From an optimization exercise on the open Yosys and OpenROAD flow, aimed at small area; shortcuts taken in it are not production practice.
RTL that was checked went through simulation tests only; none was proved equivalent to the original.
Power is estimated from default activity; no workload was simulated.

## delta
==> flow/design.v (excerpt) <==
module kl10_vma (
  input clk,
  input ad_13_h,
  input ad_14_h,
  input ad_15_h,
  input ad_16_a_h,
  input ad_17_a_h,
  input ad_18_a_h,
  input ad_19_h,
  input ad_20_h,
  input ad_21_h,
  input ad_22_a_h,
  input ad_23_a_h,
  input ad_24_a_h,
  input ad_25_h,
  input ad_26_h,
  input ad_27_h,
  input ad_28_a_h,
  input ad_29_a_h,
  input ad_30_a_h,
  input ad_31_h,
  input ad_32_h,
  input ad_33_h,
  input ad_34_a_h,
  input ad_35_a_h,
  input con_cond_sel_vma_h,
  input con_cond_vma_gets_num_h,
  input con_datao_apr_l,
  input con_load_prev_context_l,
  input cram_num_00_a_h,
  input cram_num_01_a_h,
  input cram_num_02_a_h,
  input cram_num_03_a_h,
  input cram_num_04_a_h,
  input csh3_gate_vma_27_33_h,
  input ctl1_load_pc_l,
  input diag_04_b_h,
  input diag_05_b_h,
  input diag_06_b_h,
  input diag_read_func_15x_l,
  input mcl1_load_vma_held_l,
  input mcl2_vma_read_or_write_l,
  input mcl4_vma_gets_ad_h,
  input mcl4_vma_inc_h,
  input mcl4_vmax_sel_1_h,
  input mcl4_vmax_sel_2_h,
  input mcl5_vmax_en_l,
  input mcl6_vma_fetch_h,
  input n_con_cond_vma_gets_num_l,
  input n_con_vma_sel_1_h,
  input n_con_vma_sel_2_h,
  input n_mcl2_vma_extended_h,
  input n_mcl5_adr_err_l,
  input n_mcl6_page_uebr_ref_a_l,
  input n_vma1_ac_ref_a_h,
  input n_vma1_local_ac_address_h,
  input n_vma1_misc_eq_0_h,
  input n_vma1_vma_section_0_1_l,
  input n_vma1_vma_section_0_h,
  input n_vma2_vma_12_l,
  input n_vma2_vma_13_l,
  input n_vma2_vma_14_l,
  input n_vma2_vma_15_l,
  input n_vma2_vma_16_l,
  input n_vma2_vma_17_l,
  input n_vma2_vma_18_l,
  input n_vma2_vma_19_l,
  input n_vma2_vma_20_l,
  input n_vma2_vma_21_l,
  input n_vma2_vma_22_l,
  input n_vma2_vma_23_l,
  input n_vma2_vma_24_l,
  input n_vma2_vma_25_l,
  input n_vma2_vma_26_l,
  ...
==> flow/config.mk <==
export PLATFORM = sky130hd
export DESIGN_NAME = kl10_vma
export DESIGN_NICKNAME = kl10_vma
export VERILOG_FILES = /design/flow/design.v
export SDC_FILE = /design/flow/constraint.sdc
export NUM_CORES = 4
export LEC_CHECK = 0
export CAP_MARGIN = 20
export CORE_MARGIN = 2
export CORE_UTILIZATION = 60
export SLEW_MARGIN = 20
export SYNTH_HIERARCHICAL = 1
==> flow/constraint.sdc <==
create_clock -name core_clock -period 4.5 [get_ports {clk}]
set_input_delay 0.9000 -clock core_clock [delete_from_list [all_inputs] [get_ports {clk}]]
set_output_delay 0.9000 -clock core_clock [all_outputs]
set_load 0.01 [all_outputs]
standard.sh (not shown) runs the stock make flow with config.mk's settings and CLKGATE_MAP_FILE= SYNTH_SCRIPT=/design/flow/synth_recipe.tcl, a recipe that flattens the netlist after the stock synthesis.
==> flow/flow/run.sh <==
#!/bin/bash
# The standard layout, with three changes:
#  - synthesis maps the logic with an area-oriented ABC script (flow/area.abc); the
#    registers, their names and cell types are those of the standard synthesis;
#  - the ports are buffered by the smallest buffer cell;
#  - clock tree synthesis inserts no dummy loads.
set -euo pipefail
HERE=$(pwd)
export MY_ABC_SCRIPT=$HERE/flow/area.abc
bash standard.sh SYNTH_SCRIPT=$HERE/flow/synth.tcl \
  'BUFFER_PORTS_ARGS=-buffer_cell sky130_fd_sc_hd__buf_1' \
  'CTS_ARGS=-sink_clustering_enable -repair_clock_nets -dont_use_dummy_load -buf_list sky130_fd_sc_hd__clkbuf_8' \
  GPL_KEEP_OVERFLOW=0 \
  finish > make_flow.log 2>&1
==> flow/flow/area.abc <==
&get -n
&st
&dc2
&dch -f
&nf -R 1000 -a
&put
topo
==> flow/flow/synth.tcl <==
# The standard flow's synthesis script, with ABC's mapping script replaced by the one named in MY_ABC_SCRIPT.
proc synth {args} {
  global abc_args
  if { [info exists abc_args] && [info exists ::env(MY_ABC_SCRIPT)] } {
    set i [lsearch -exact $abc_args -script]
    if { $i >= 0 } { lset abc_args [expr {$i + 1}] $::env(MY_ABC_SCRIPT) }
  }
  yosys synth -nofsm -noshare {*}$args
}
source $::env(SCRIPTS_DIR)/synth.tcl
# left out here: clear keep_hierarchy, flatten, clean up, hide names made inside functions, write 1_2_yosys.v
Per the final summary, delta finished and its layout is clean on timing, DRC and antenna.
Relative to delta, the following input files were edited for zinc:
--- a/flow/design.v
+++ b/flow/design.v
@@ -225,17 +225,23 @@
     endcase
   end
   wire [12:17] vin_hi = vin_x & {6{vmax_en}};
   wire [12:35] vin = {vin_hi, mcl4_vma_gets_ad_h ? ad[18:35] : vad};
   wire         vload = ~n_con_vma_sel_2_h & ~n_con_vma_sel_1_h;
   wire         vup   = n_con_vma_sel_2_h & ~n_con_vma_sel_1_h;
   wire         vdn   = ~n_con_vma_sel_2_h & n_con_vma_sel_1_h;
   wire [12:35] vones, vzeros;
-  kl10_vma_prefix u_prefix (.v(vma), .ones(vones), .zeros(vzeros));
+  assign vones[35] = 1'b1;
+  assign vzeros[35] = 1'b1;
+  genvar gi;
+  generate for (gi = 12; gi < 35; gi = gi + 1) begin : g_cnt
+    assign vones[gi] = vones[gi+1] & vma[gi+1];
+    assign vzeros[gi] = vzeros[gi+1] & ~vma[gi+1];
+  end endgenerate
   wire [12:35] vt = (vones & {24{vup}}) | (vzeros & {24{vdn}});
   wire [12:35] vnext = vload ? vin : (vma ^ vt);
   always @(posedge clk) begin
     vma <= vnext;
     if (!con_datao_apr_l) brk <= ad;
     if (!ctl1_load_pc_l) begin
       pc <= vma[13:35];
       pc_sec0_l <= vma1_vma_section_0_l;
@@ -268,19 +274,18 @@
           vma2_vma_26_a_h} = vma[21:26];
   assign {vma1_vma_32_b_h, vma1_vma_33_b_h, vma1_vma_34_b_h, vma1_vma_35_b_h} = vma[32:35];
   assign {vma_27_g_h, vma_28_g_h, vma_29_g_h, vma_30_g_h, vma_31_g_h, vma_32_g_h, vma_33_g_h} =
          vma[27:33] & {7{csh3_gate_vma_27_33_h}};
   assign {vma4_vma_13_in_h, vma4_vma_14_in_h, vma4_vma_15_in_h, vma4_vma_16_in_h, vma4_vma_17_in_h} = vin[13:17];
   wire [13:35] hop;
   wire         hop_sel_h = con_cond_sel_vma_h;
   wire         hop_sel_l = ~con_cond_sel_vma_h;
-  genvar gh;
-  generate for (gh = 13; gh <= 35; gh = gh + 1) begin : g_hop
-    kl10_vma_ao22 u_hop (.a(held[gh]), .sa(hop_sel_h), .b(pc[gh]), .sb(hop_sel_l), .y(hop[gh]));
+  generate for (gi = 13; gi <= 35; gi = gi + 1) begin : g_hop
+    kl10_vma_ao22 u_hop (.a(held[gi]), .sa(hop_sel_h), .b(pc[gi]), .sb(hop_sel_l), .y(hop[gi]));
   end endgenerate
   assign {vma_held_or_pc_13_h, vma_held_or_pc_14_h, vma_held_or_pc_15_h, vma_held_or_pc_16_h,
           vma_held_or_pc_17_h, vma_held_or_pc_18_h, vma_held_or_pc_19_h, vma_held_or_pc_20_h,
           vma_held_or_pc_21_h, vma_held_or_pc_22_h, vma_held_or_pc_23_h, vma_held_or_pc_24_h,
           vma_held_or_pc_25_h, vma_held_or_pc_26_h, vma_held_or_pc_27_h, vma_held_or_pc_28_h,
           vma_held_or_pc_29_h, vma_held_or_pc_30_h, vma_held_or_pc_31_h, vma_held_or_pc_32_h,
           vma_held_or_pc_33_h, vma_held_or_pc_34_h, vma_held_or_pc_35_h} = hop;
   wire [2:0] s = {diag_04_b_h, diag_05_b_h, diag_06_b_h};
@@ -300,20 +305,11 @@
   assign ebus_d11 = |({n_vma1_vma_section_0_h, n_vma3_pc_section_0_h, n_vma4_pcs_section_0_h, psec[17], psec[16], psec[15], psec[14], psec[13]} & dseli);
   assign ebus_d25 = |({pc[27], pc[26], pc[25], pc[24], held[27], held[26], held[25], held[24]} & dseli);
   assign ebus_d27 = |({brk[27], brk[26], brk[25], brk[24], vma[27], vma[26], vma[25], vma[24]} & dseli);
   assign ebus_d29 = |({pc[31], pc[30], pc[29], pc[27], held[31], held[30], held[29], held[28]} & dseli);
   assign ebus_d31 = |({brk[31], brk[30], brk[29], brk[27], vma[31], vma[30], vma[29], vma[28]} & dseli);
   assign ebus_d33 = |({pc[35], pc[34], pc[33], pc[32], held[35], held[34], held[33], held[32]} & dseli);
   assign ebus_d35 = |({brk[35], brk[34], brk[33], brk[32], vma[35], vma[34], vma[33], vma[32]} & dseli);
 endmodule
-module kl10_vma_prefix (input [12:35] v, output [12:35] ones, output [12:35] zeros);
-  assign ones[35] = 1'b1;
-  assign zeros[35] = 1'b1;
-  genvar i;
-  generate for (i = 12; i < 35; i = i + 1) begin : g_chain
-    assign ones[i] = ones[i+1] & v[i+1];
-    assign zeros[i] = zeros[i+1] & ~v[i+1];
-  end endgenerate
-endmodule
 module kl10_vma_ao22 (input a, sa, b, sb, output y);
   assign y = (a & sa) | (b & sb);
 endmodule
zinc closes out successfully: all stages finished, all timing, DRC and antenna checks passed.
On clock power, zinc tracks delta almost exactly.
On zinc: layout overhead on the synthesized area is 1.9 points higher than what delta gave.
Placer congestion estimate in zinc vs delta: up about 4%
Looking at cell area, zinc sits 1.1% lower than delta does.
Diff delta -> zinc | combinational share of power | decrease of 1.3 points
zinc vs delta, capturing element of the worst setup path: vma[15]$_DFF_P_ vs vma[13]$_DFF_P_
zinc -> delta: sum of negative setup slack delta 0, exact match
Worst setup slack came out lower on zinc than on delta.
When zinc is measured against delta, its power share of the clock group turns out 0.7 points higher.
Going from delta to zinc, sequential fraction of total cell area grew by 0.49 points, clock skew shows an increase of 15 ps.
Function was not checked in any run of this note: the RTL went through the layout flow alone.


== JK ==
Another version of the RTL of kl10_vma (not shown whole).
Size: ~99 flip-flops, about 180 I/O pins, roughly 0.0055 mm² of cells after synthesis.
==> flow/config.mk <==
export PLATFORM = sky130hd
export DESIGN_NAME = kl10_vma
export DESIGN_NICKNAME = kl10_vma
export VERILOG_FILES = /design/flow/design.v
export SDC_FILE = /design/flow/constraint.sdc
export NUM_CORES = 4
export LEC_CHECK = 0
export CAP_MARGIN = 20
export CORE_MARGIN = 2
export CORE_UTILIZATION = 60
export GPL_TIMING_DRIVEN = 0
export SLEW_MARGIN = 20
==> flow/constraint.sdc <==
create_clock -name core_clock -period 4.5 [get_ports {clk}]
set_input_delay 0.9000 -clock core_clock [delete_from_list [all_inputs] [get_ports {clk}]]
set_output_delay 0.9000 -clock core_clock [all_outputs]
set_load 0.01 [all_outputs]
==> flow/flow/run.sh <==
#!/bin/bash
# The standard layout, with three changes:
#  - synthesis maps the logic with an area-oriented ABC script (flow/area.abc); the
#    registers, their names and cell types are those of the standard synthesis;
#  - the ports are buffered by the smallest buffer cell;
#  - clock tree synthesis inserts no dummy loads.
set -euo pipefail
HERE=$(pwd)
export MY_ABC_SCRIPT=$HERE/flow/area.abc
bash standard.sh SYNTH_SCRIPT=$HERE/flow/synth.tcl \
  'BUFFER_PORTS_ARGS=-buffer_cell sky130_fd_sc_hd__buf_1' \
  'CTS_ARGS=-sink_clustering_enable -repair_clock_nets -dont_use_dummy_load -buf_list sky130_fd_sc_hd__clkbuf_8' \
  finish > make_flow.log 2>&1
==> flow/flow/area.abc <==
&get -n
&st
&syn3
&dch -f
&nf -R 1000 -a
&put
topo
Scripts as last shown in full above: flow/flow/synth.tcl
The inputs of MS differ from those of JK as listed below.
--- a/flow/design.v
+++ b/flow/design.v
@@ -223,25 +223,22 @@
       2'b10: vin_x = {1'b0, psec};
       default: vin_x = {1'b0, ad[13:17]};
     endcase
   end
   wire [12:17] vin_hi = vin_x & {6{vmax_en}};
   wire [12:35] vin = {vin_hi, mcl4_vma_gets_ad_h ? ad[18:35] : vad};
   wire         vload = ~n_con_vma_sel_2_h & ~n_con_vma_sel_1_h;
-  wire         vup   = n_con_vma_sel_2_h & ~n_con_vma_sel_1_h;
-  wire         vdn   = ~n_con_vma_sel_2_h & n_con_vma_sel_1_h;
-  wire [12:35] vones, vzeros;
-  assign vones[35] = 1'b1;
-  assign vzeros[35] = 1'b1;
+  wire         vdec  = ~n_con_vma_sel_2_h;
+  wire [12:35] vw = vma ^ {24{vdec}};
+  wire [12:35] vt;
+  assign vt[35] = n_con_vma_sel_2_h ^ n_con_vma_sel_1_h;
   genvar gi;
   generate for (gi = 12; gi < 35; gi = gi + 1) begin : g_cnt
-    assign vones[gi] = vones[gi+1] & vma[gi+1];
-    assign vzeros[gi] = vzeros[gi+1] & ~vma[gi+1];
+    assign vt[gi] = vt[gi+1] & vw[gi+1];
   end endgenerate
-  wire [12:35] vt = (vones & {24{vup}}) | (vzeros & {24{vdn}});
   wire [12:35] vnext = vload ? vin : (vma ^ vt);
   always @(posedge clk) begin
     vma <= vnext;
     if (!con_datao_apr_l) brk <= ad;
     if (!ctl1_load_pc_l) begin
       pc <= vma[13:35];
       pc_sec0_l <= vma1_vma_section_0_l;
Maximum frequency from static timing analysis for MS: about 8% down relative to JK. Comparing JK and MS, the lower final weighted congestion in routability-driven placement was measured on MS. MS and JK ended up with roughly the same portion of total power attributed to the clock network. MS gives more area overhead of the layout relative to synthesis than JK did. [compare] base=JK new=MS: setup slack lost 320 ps, average vias per placed instance now smaller.
For MS, only the layout was checked, not whether the RTL still works.

==> static timing again, ports no longer ideal <==
The flow's constraints put no driver on any port. The routed layouts listed below were extracted and timed again, unchanged, in two steps. Step 1, drivers: a clkbuf_16 drives clk and a buf_2 each remaining input, both assumed. Step 2 also shifts input and output timing later by t, the mid clock arrival at the registers, as if the neighbouring blocks saw the same clock. Three values: ideal, step 1, step 2; two values: the first two.
run | t, ns | slack for setup (ns) | worst setup path after step 2
delta | 0.376 | 0.897 / 0.897 / 0.844 | input to register
zinc | 0.383 | 0.087 / 0.084 / -0.299 | input to register
JK | 0.379 | 0.602 / 0.613 / 0.234 | input to register
MS | 0.396 | 0.278 / 0.231 / -0.166 | input to register
With both steps, setup timing fails in zinc and MS, where it was met with ideal ports. For MS, which loses most, drivers alone change the setup slack by -0.047 ns; drivers and shift together by -0.444 ns.
